This is an optimization exercise on Yosys and OpenROAD, whose aim is small area and a short achievable clock period, not a production implementation.
In this exercise RTL edits were held to simulation tests only and were not proved equivalent to the original.
Power is estimated from default activity; no workload was simulated.

$ cat config.mk
export PLATFORM = sky130hd
export DESIGN_NAME = ArquitecturaHybridARMIPS
export DESIGN_NICKNAME = ArquitecturaHybridARMIPS
export VERILOG_FILES = /design/flow/design.v
export SDC_FILE = /design/flow/constraint.sdc
export NUM_CORES = 4
export LEC_CHECK = 0
export CAP_MARGIN = 20
export CORE_MARGIN = 5
export CORE_UTILIZATION = 40
export SLEW_MARGIN = 20
$ cat constraint.sdc
create_clock -name core_clock -period 14.0 [get_ports {clk}]
set_input_delay 2.8000 -clock core_clock [delete_from_list [all_inputs] [get_ports {clk}]]
set_output_delay 2.8000 -clock core_clock [all_outputs]
set_load 0.01 [all_outputs]
$ cat design.v
module ArquitecturaHybridARMIPS(input logic clk, reset,
										  output logic [31:0] imem_addr,
										  input logic [31:0] imem_rdata,
										  output logic [31:0] mem_addr,
										  output logic dmem_we,
										  output logic [31:0] dmem_wdata,
										  input logic [31:0] dmem_rdata,
										  output logic pmem_we,
										  output logic [1:0] pmem_wdata,
										  input logic [1:0] pmem_rdata,
										  output logic rf_we,
										  output logic [3:0] rf_waddr,
										  output logic [31:0] rf_wdata);
	logic [31:0] pc, pc_d;             
	logic [31:0] ir;                   
	logic        ir_v;
	logic [3:0]  e_a1, e_a2, e_rd;
	logic        e_a_en, e_pc, e_pca, e_bimm, e_br2, e_sub;
	logic        e_add, e_shl, e_shr, e_or, e_avr, e_cum;
	logic        e_rw, e_br, e_cmp, e_mw, e_mpw, e_ldr, e_lpx;
	logic [2:0]  e_cond;
	logic [13:0] e_imm_lo;
	logic [12:0] e_imm_mid;
	logic        e_imm_top;
	logic [31:0] m_res, m_wd;
	logic [3:0]  m_rd;
	logic        m_rw, m_br, m_mw, m_mpw, m_ldr, m_lpx, m_cmp, m_a31, m_nb31;
	logic [31:0] w_res;
	logic [3:0]  w_rd;
	logic        w_rw, w_br;
	logic        f_z, f_n, f_v;
	logic [31:0] rf [16];
	logic [15:0] rf_v;
	always_ff @(posedge clk) begin
		if (reset) pc <= 32'b0;
		else if (w_br) pc <= w_res;
		else pc <= pc + 32'd1;
		pc_d <= pc;
		ir <= imem_rdata;
		ir_v <= ~reset;
	end
	assign imem_addr = pc;
	logic [1:0] cls;
	logic       immf;
	logic [3:0] op, Rn, Rd, Rs;
	logic       isD, isM, isB;
	logic       dSUB, dADD, dMOV, dORR, dCMP, dLSL, dLSR, dAVR, dCUM;
	logic       mSTR, mLPX, mSPX, mLDR;
	logic       d_sx;
	assign cls  = ir[28:27];
	assign immf = ir[26];
	assign op   = ir[25:22];
	assign Rn   = ir[21:18];
	assign Rd   = ir[17:14];
	assign Rs   = ir[13:10];
	assign isD  = ir_v & (cls == 2'd0);
	assign isM  = ir_v & (cls == 2'd1);
	assign isB  = ir_v & (cls == 2'd2);
	assign dSUB = isD & (op == 4'd1);
	assign dADD = isD & (op == 4'd2);
	assign dMOV = isD & (op == 4'd3);
	assign dORR = isD & (op == 4'd6);
	assign dCMP = isD & (op == 4'd7);
	assign dLSL = isD & (op == 4'd8);
	assign dLSR = isD & (op == 4'd9);
	assign dAVR = isD & ~immf & (op == 4'd10);
	assign dCUM = isD & ~immf & (op == 4'd11);
	assign mSTR = isM & (ir[26:25] == 2'd0);
	assign mLPX = isM & (ir[26:25] == 2'd1);
	assign mSPX = isM & (ir[26:25] == 2'd2);
	assign mLDR = isM & (ir[26:25] == 2'd3);
	assign d_sx = ~(dORR | dLSL | dLSR);
	always_ff @(posedge clk) begin
		e_a1   <= dCMP ? Rd : Rn;
		e_a2   <= isM ? Rd : ((dCMP & ~immf) ? Rn : Rs);
		e_rd   <= Rd;
		e_pc   <= ((dCMP & immf) ? Rd : Rn) == 4'hf;
		e_pca  <= (((dCMP & immf) ? Rd : Rn) == 4'hf) & ~((dMOV & immf) | isB);
		e_a_en <= ~((dMOV & immf) | isB);
		e_bimm <= (immf & (dSUB | dADD | dMOV | dORR | dCMP | dLSL | dLSR)) | mSTR | mLDR | isB;
		e_br2  <= ~immf & (dSUB | dADD | dORR | dCMP | dLSL | dLSR);
		e_sub  <= dSUB | dCMP;
		e_imm_lo  <= ir[13:0];
		e_imm_mid <= (cls == 2'd2) ? ir[26:14] : {13{d_sx & ir[13]}};
		e_imm_top <= (cls != 2'd2) & d_sx & ir[13];
		e_cond <= ir[31:29];
		e_ldr  <= mLDR;
		e_lpx  <= mLPX;
		if (reset) begin
			e_add <= 1'b0; e_shl <= 1'b0; e_shr <= 1'b0; e_or <= 1'b0;
			e_avr <= 1'b0; e_cum <= 1'b0;
			e_rw <= 1'b0; e_br <= 1'b0; e_cmp <= 1'b0; e_mw <= 1'b0; e_mpw <= 1'b0;
		end else begin
			e_add <= dSUB | dADD | dMOV | dCMP | isM | isB;
			e_shl <= dLSL;
			e_shr <= dLSR;
			e_or  <= dORR;
			e_avr <= dAVR;
			e_cum <= dCUM;
			e_rw  <= dSUB | dADD | dMOV | dORR | dLSL | dLSR | dAVR | dCUM | mLPX | mLDR;
			e_br  <= isB;
			e_cmp <= dCMP;
			e_mw  <= mSTR;
			e_mpw <= mSPX;
		end
	end
	logic [31:0] R1, R2, b, bx, imm32, sum, shl, shr, res;
	logic [9:0]  s0, e1, e2, e3;
	logic        cum, big, nb31;
	logic        z, n, v, condi;
	assign imm32 = {{5{e_imm_top}}, e_imm_mid, e_imm_lo};
	always_comb begin
		R1 = e_pca ? pc_d : 32'b0;
		R2 = e_pc ? pc_d : 32'b0;
		for (int k = 0; k < 16; k++) begin
			if (e_a_en && !e_pc && rf_v[k] && e_a1 == k[3:0]) R1 = R1 | rf[k];
			if (!e_pc && rf_v[k] && e_a2 == k[3:0]) R2 = R2 | rf[k];
		end
	end
	assign b   = (e_bimm ? imm32 : 32'b0) | (e_br2 ? R2 : 32'b0);
	assign bx  = b ^ {32{e_sub}};
	assign sum = R1 + bx + {31'b0, e_sub};
	assign big = |b[31:5];
	assign shl = big ? 32'b0 : (R1 << b[4:0]);
	assign shr = big ? 32'b0 : (R1 >> b[4:0]);
	assign s0  = {2'b0, R1[7:0]} + {2'b0, R1[15:8]} + {2'b0, R1[23:16]};
	assign e1  = s0 + (s0 >> 2);
	assign e2  = e1 + (e1 >> 4);
	assign e3  = e2 + (e2 >> 8);
	assign cum = (R2[31:8] == 24'b0) & (R1[7:0] >= R2[7:0]);
	assign nb31 = (b[30:0] == 31'b0) ? b[31] : ~b[31];
	logic g;
	assign g = ~reset;
	assign res = ((g & e_add) ? sum : 32'b0)
	           | ((g & e_shl) ? shl : 32'b0)
	           | ((g & e_shr) ? shr : 32'b0)
	           | ((g & e_or)  ? (R1 | b) : 32'b0)
	           | ((g & e_avr) ? {24'b0, e3[9:2]} : 32'b0)
	           | ((g & e_cum) ? {31'b0, cum} : 32'b0);
	assign z = m_cmp ? (m_res == 32'b0) : f_z;
	assign n = m_cmp ? m_res[31] : f_n;
	assign v = m_cmp ? ((m_a31 == m_nb31) & (m_res[31] != m_a31)) : f_v;
	always_comb
		case (e_cond)
			3'd0: condi = z;
			3'd1: condi = ~z;
			3'd2: condi = (n == v);
			3'd3: condi = (n != v);
			3'd4: condi = ~z & (n == v);
			3'd5: condi = z | (n != v);
			3'd6: condi = 1'b0;
			default: condi = 1'b1;
		endcase
	always_ff @(posedge clk) begin
		m_res  <= res;
		m_wd   <= R2;
		m_rd   <= e_rd;
		m_ldr  <= e_ldr;
		m_lpx  <= e_lpx;
		m_a31  <= R1[31];
		m_nb31 <= nb31;
		if (reset) begin
			m_rw <= 1'b0; m_br <= 1'b0; m_mw <= 1'b0; m_mpw <= 1'b0; m_cmp <= 1'b0;
			f_z <= 1'b0; f_n <= 1'b0; f_v <= 1'b0;
		end else begin
			m_rw  <= e_rw & condi;
			m_br  <= e_br & condi;
			m_mw  <= e_mw;
			m_mpw <= e_mpw;
			m_cmp <= e_cmp;
			f_z <= z; f_n <= n; f_v <= v;
		end
	end
	assign mem_addr   = m_res;
	assign dmem_we    = m_mw;
	assign dmem_wdata = m_wd;
	assign pmem_we    = m_mpw;
	assign pmem_wdata = m_wd[1:0];
	always_ff @(posedge clk) begin
		w_res <= m_ldr ? dmem_rdata : (m_lpx ? {30'b0, pmem_rdata} : m_res);
		w_rd  <= m_rd;
		if (reset) begin
			w_rw <= 1'b0; w_br <= 1'b0;
		end else begin
			w_rw <= m_rw;
			w_br <= m_br;
		end
	end
	assign rf_we    = w_rw;
	assign rf_waddr = w_rd;
	assign rf_wdata = w_res;
	always_ff @(posedge clk) begin
		for (int k = 0; k < 16; k++)
			if (w_rw && w_rd == k[3:0]) rf[k] <= w_res;
		if (reset) rf_v <= 16'b0;
		else for (int k = 0; k < 16; k++)
			if (w_rw && w_rd == k[3:0]) rf_v[k] <= 1'b1;
	end
endmodule
$ cat run.sh
#!/bin/bash
# synth_recipe.tcl (not shown) runs the flow's synth.tcl, then flattens the netlist and writes it again
# the make line also repeats each setting of config.mk as NAME=value (left out here)
make -C /OpenROAD-flow-scripts/flow DESIGN_CONFIG=/design/flow/config.mk WORK_HOME=/design/flow/orfs CLKGATE_MAP_FILE= SYNTH_SCRIPT=/design/flow/synth_recipe.tcl finish
==> notes.md <==
Power:
- The leakage power summed over all cells is 17.0 nW.
- The share of total power dissipated in the clock network is 0.456.
- The fraction of power spent switching nets is 0.239.
- The net switching power figure is 1.23 mW.
- The worst vdd rail ir drop is 0.0895 mV.
- The completed layout was analyzed and its total power is 5.16 mW.
- The total power density per cell area is 109 nW/µm².
- The sequential share of power is 0.495.
- Of the total power, combinational logic draws 0.049.
- The internal power component is 3.93 mW.

Clocking:
- In this run the clock root is driven by a clkbuf_16.
- The number of setup buffers added after CTS is 0.
- The number of buffers created by CTS is 88.
- The maximum number of buffers from clock root to sink is 3.
- The number of levels in the clock H-tree is 3.
- The total of hold buffers inserted after clock tree synthesis is 0.
- The CTS sink count is 805.
- The clock latency on the worst-skew pair is 690 ps.
- The CTS tree is done.
- The CTS clock-pin slew for the worst setup and hold paths is 60 ps.
- Once the clock tree was built, the resizer swapped 0 gates to a different size.

Yosys:
- Measured against the total synthesized area, the mux share comes to 0.0467.
- The synthesized netlist occupies a cell area of 40800 µm².
- By area, the combinational part of the netlist is dominated by compound AO/OA/AOI/OAI gates.
- The post-synthesis compound-gate area fraction is 0.185.
- Yosys mapped a number of flops with a built-in enable equal to 512.
- During synthesis, Yosys emitted a total of 2 warnings.
- The fraction of the yosys area taken by sequential cells is 0.521.
- When the netlist entered floorplanning its net count stood at 3899.
- The primary flip-flop cell chosen by synthesis mapping is edfxtp_1.
- Of the total synthesized cell area, the portion taken by full adders, half adders and majority gates is 0.0248.
- Of the total synthesized cell area, the portion taken by AND, OR, NAND and NOR gates is 0.159.
- The total of flip-flops plus latches after synthesis is 805.
- The post-synthesis xor/xnor area fraction is 0.0247.
- The synthesized area per cell is 10.9 µm².
- Of all flip-flops after synthesis, the portion carrying an async set or reset was 0.
- The netlist uses 111 different library cells.
- The cell count after synthesis is 3759.

Global routing:
- For this run, the total global-route usage over all layers was measured as 0.386.
- The residual overflow from global routing is 0.
- The number of antenna violations at the first check in global routing was 20.
- The first global-routing pass estimated 291000 µm of wire.
- The largest net degree at the start of global routing is 65.
- The number of global-route vias before repair came to 35000.

Setup path:
- The worst-case register-to-register setup slack is 3430 ps.
- For this design, the slowest cell found on the critical path is and3_1.
- The number of cells on the worst reg-to-reg path is 34.
- The critical path starts at e_a1[3]$_DFF_P_.
- By instance count, the cell type seen most on the critical path is inv_1.
- The element type at the critical path start is a register.
- The arrival time at the worst endpoint is 11160 ps.
- The worst register-to-register path ends at m_res[6]$_DFF_P_.
- The worst setup path is of the reg2reg kind.
- The delay of the slowest cell on the worst path is 770 ps.
- Of all nets on the critical path, the largest fanout is 57.
- The launching point of the worst reg2reg path is e_a1[3]$_DFF_P_.
- The worst setup path is captured at a register.
- STA puts the critical path data required time at 14590 ps.
- The end point of the critical path is m_res[6]$_DFF_P_.

Die:
- The initial utilization of the core area, before any placement, comes to 0.402.
- From bottom edge to top edge, the die measures 329 µm.
- During I/O placement, the number of pins put on the boundary was 205.
- The die outline width is 329 µm.
- The die covers 108000 µm².
- The core area is 102000 µm².
- The number of placement rows is 117.

STA:
- At the pin with the least slew margin, the transition time is 1300 ps.
- The number of hold-slack violations in the final timing report is 0.
- Setup repair after global routing left no endpoint under its margin.
- The maximum clock frequency is 0.0946 GHz.
- The worst relative slew slack is 0.111.
- Summed over all failing endpoints, the final setup total negative slack is 0 ps.
- The shortest period the worst path allows is 10570 ps.
- In the finished design, the share of the clock period the worst path needs comes to 0.755.
- The count of final setup violators is 0.
- Between clock sinks in the finished design, the worst skew comes to 40.7 ps.
- The smallest setup slack after layout is 3430 ps.
- The number of max-slew violations in the final report is 0.

Layout:
- The post-layout net count is 4058.
- In the final layout, flip-flops and latches occupy 21300 µm².
- Summing all multi-input logic gate instances after layout gives 18200 µm².
- The most common cell after layout, fill and taps aside is edfxtp_1.
- The count of cells in the finished layout, fillers not included, comes to 5380.
- The post-route core utilization is 0.468.
- The count of fill cells added during filler insertion is 9445.
- The top cell types in the final layout, fill and taps aside, are edfxtp_1 (512), dfxtp_1 (284), nand2_1 (253), nor2_1 (234), a22oi_1 (228).
- The area growth from synthesis to layout is 16.5%.
- The fraction of layout instances using a drive strength above 1 is 0.107.

Run:
- The number of max-capacitance violations reported is 0.

Routing:
- The length of the first detailed-routing pass in iterations is 10.
- After detailed routing, the met3 layer carries 31700 µm of wire.
- After the first detailed-routing iteration, the DRC count stood at 7511.
- In this run the remaining antenna-violating nets after routing total 0.
- The wire length after detailed routing is 218000 µm.
- The average wire per standard cell is 40.5 µm.
- The met2 wire length is 86800 µm.
- In the final routing, the length of wire on met1 measures 82300 µm.
- The highest routed metal layer is met5.
- Dividing the detail-routed via count by the number of cells gives 7.07.
- The routed layout has 38000 vias.
- For this run, design rule violations remaining after detail routing come to 0.

Placement:
- The last weighted congestion value of the routability-driven placer is 1.03.
- OpenSTA, run right after detailed placement, puts the worst setup slack at 3690 ps.
- Once placement completed, the tool counted placed cells totaling 5195.
- Summed over all nets, the half-perimeter wirelength after detailed placement is 149000 µm.
- In this run the tool buffered the top-level ports with 204 buffer cells.

Min path:
- The min-delay analysis places its worst path in the category reg2reg.
- Along the worst hold path, the cell count comes to 0.

Run status:
- The flow ran to the end and the layout has no timing, DRC or antenna violations.
cell type report:
class | count | share of cell area
Antenna cell | 22 | 0.00116
Timing Repair Buffer | 357 | 0.0672
Clock inverter | 57 | 0.0115
Sequential cell | 805 | 0.447
Inverter | 56 | 0.00442
Multi-Input combinational cell | 2610 | 0.383
Clock buffer | 105 | 0.0493
Tap cell | 1368 | 0.0360
cells by family after synthesis:
family / Yosys count
fa+ha+maj: 74
mux: 176
xor+xnor: 115
flops: 805
simple gates: 1215
compound gates: 1030
buf+inv: 344
per-layer routing:
metal	track usage	vias to the layer above
li1	-	14900
met1	0.519	18600
met2	0.537	3607
met3	0.126	864
met4	0.238	8
met5	0	-
Yosys cell counts, types with 28 or more instances:
library cell  count  area, µm²
mux2i_1         135       1350
a221oi_1         41        359
inv_1            54        203
nor2b_1          28        175
a222oi_1         48        480
dfxtp_1         293       5870
nand4_1          62        388
ha_1             60        751
nand3_1         156        781
nand2b_1         45        282
and3_1          111        694
nor2_1          246        923
a22o_1           50        438
a21oi_1         154        771
mux2_2           32        360
buf_2            80        400
o21ai_0         153        766
and2_1           51        319
xnor2_1          75        657
a21o_1           43        323
nand2_1         253        950
a211oi_1         30        225
xor2_1           40        350
nor3_1           60        300
and4_1           35        307
edfxtp_1        512      15400
clkbuf_1        156        586
a22oi_1         229       1720
worst min path at each step:
| stage | startpoint | endpoint | slack [ps] |
|---|---|---|---|
| 2_1_floorplan | ir[29]$_DFF_P_ | e_cond[0]$_DFF_P_ | 310 |
| 3_3_place_gp | e_rd[2]$_DFF_P_ | m_rd[2]$_DFF_P_ | 310 |
| 3_5_place_dp | ir[2]$_DFF_P_ | e_imm_lo[2]$_DFF_P_ | 310 |
| 4_1_cts | e_rd[2]$_DFF_P_ | m_rd[2]$_DFF_P_ | 320 |
| 5_1_grt | ir[1]$_DFF_P_ | e_imm_lo[1]$_DFF_P_ | 330 |
| 6_report | ir[8]$_DFF_P_ | e_imm_lo[8]$_DFF_P_ | 320 |
power by group through the flow:
stage / logic [mW] / clock network, mW / registers, mW
2_1_floorplan: 0.128 / 0 / 2.59
3_3_place_gp: 0.238 / 0 / 2.61
3_5_place_dp: 0.237 / 0 / 2.61
4_1_cts: 0.238 / 2.37 / 2.56
5_1_grt: 0.253 / 2.47 / 2.56
6_report: 0.252 / 2.35 / 2.56
registers in the layout (all words and copies together) (netlist names), 13 cells and up:
signal and cells:
e_imm_lo 14, e_imm_mid 13, ir 32, m_res 32, m_wd 32, pc 32, pc_d 32, rf 512
rf_v 16, w_res 32
worst max-delay path: cells and delay by family, from the launching register on:
family                   cells  cell delay (ps)
AO/OA/AOI/OAI               11             2940
XOR/XNOR                     2              310
adder cells (fa/ha/maj)      8             2920
buffers and inverters        7             1530
flip-flops                   1              720
AND/OR/NAND/NOR              6             1950
metrics by stage:
stage / area [µm²] / hold slack [ps]
finish: 47500 / 323
global route: 47500 / 331
CTS: 47400 / 322
global placement: 44500 / 311
detailed placement: 44500 / 312
floorplan: 40800 / 310

-- afterwards: timing with drivers on the ports --
No port has a modelled driver above. Below, the same layout with a new extraction and two added sets of constraints.
Step 1, drivers: a clkbuf_16 drives clk and a buf_2 each remaining input, both assumed.
Step 2 adds t to the input delays and takes it off the output delays; t is the mean of the earliest and latest rising clock arrival at the registers after step 1. Input paths then give back, and output paths get back, about the clock's delay inside the block.
Slacks: ideal ports / drivers / drivers and shift; pairs: ideal ports / drivers.
t (ns): 0.752
slack for setup (ns): 3.426 / 3.426 / 3.426
slew at the worst register clock pin (ns): 0.07 / 0.07
worst slew at a driven data input, ns: 0.08
After both steps this run still meets setup and hold. For this run, drivers alone change the setup slack by 0.000 ns; drivers and shift together by 0.000 ns.
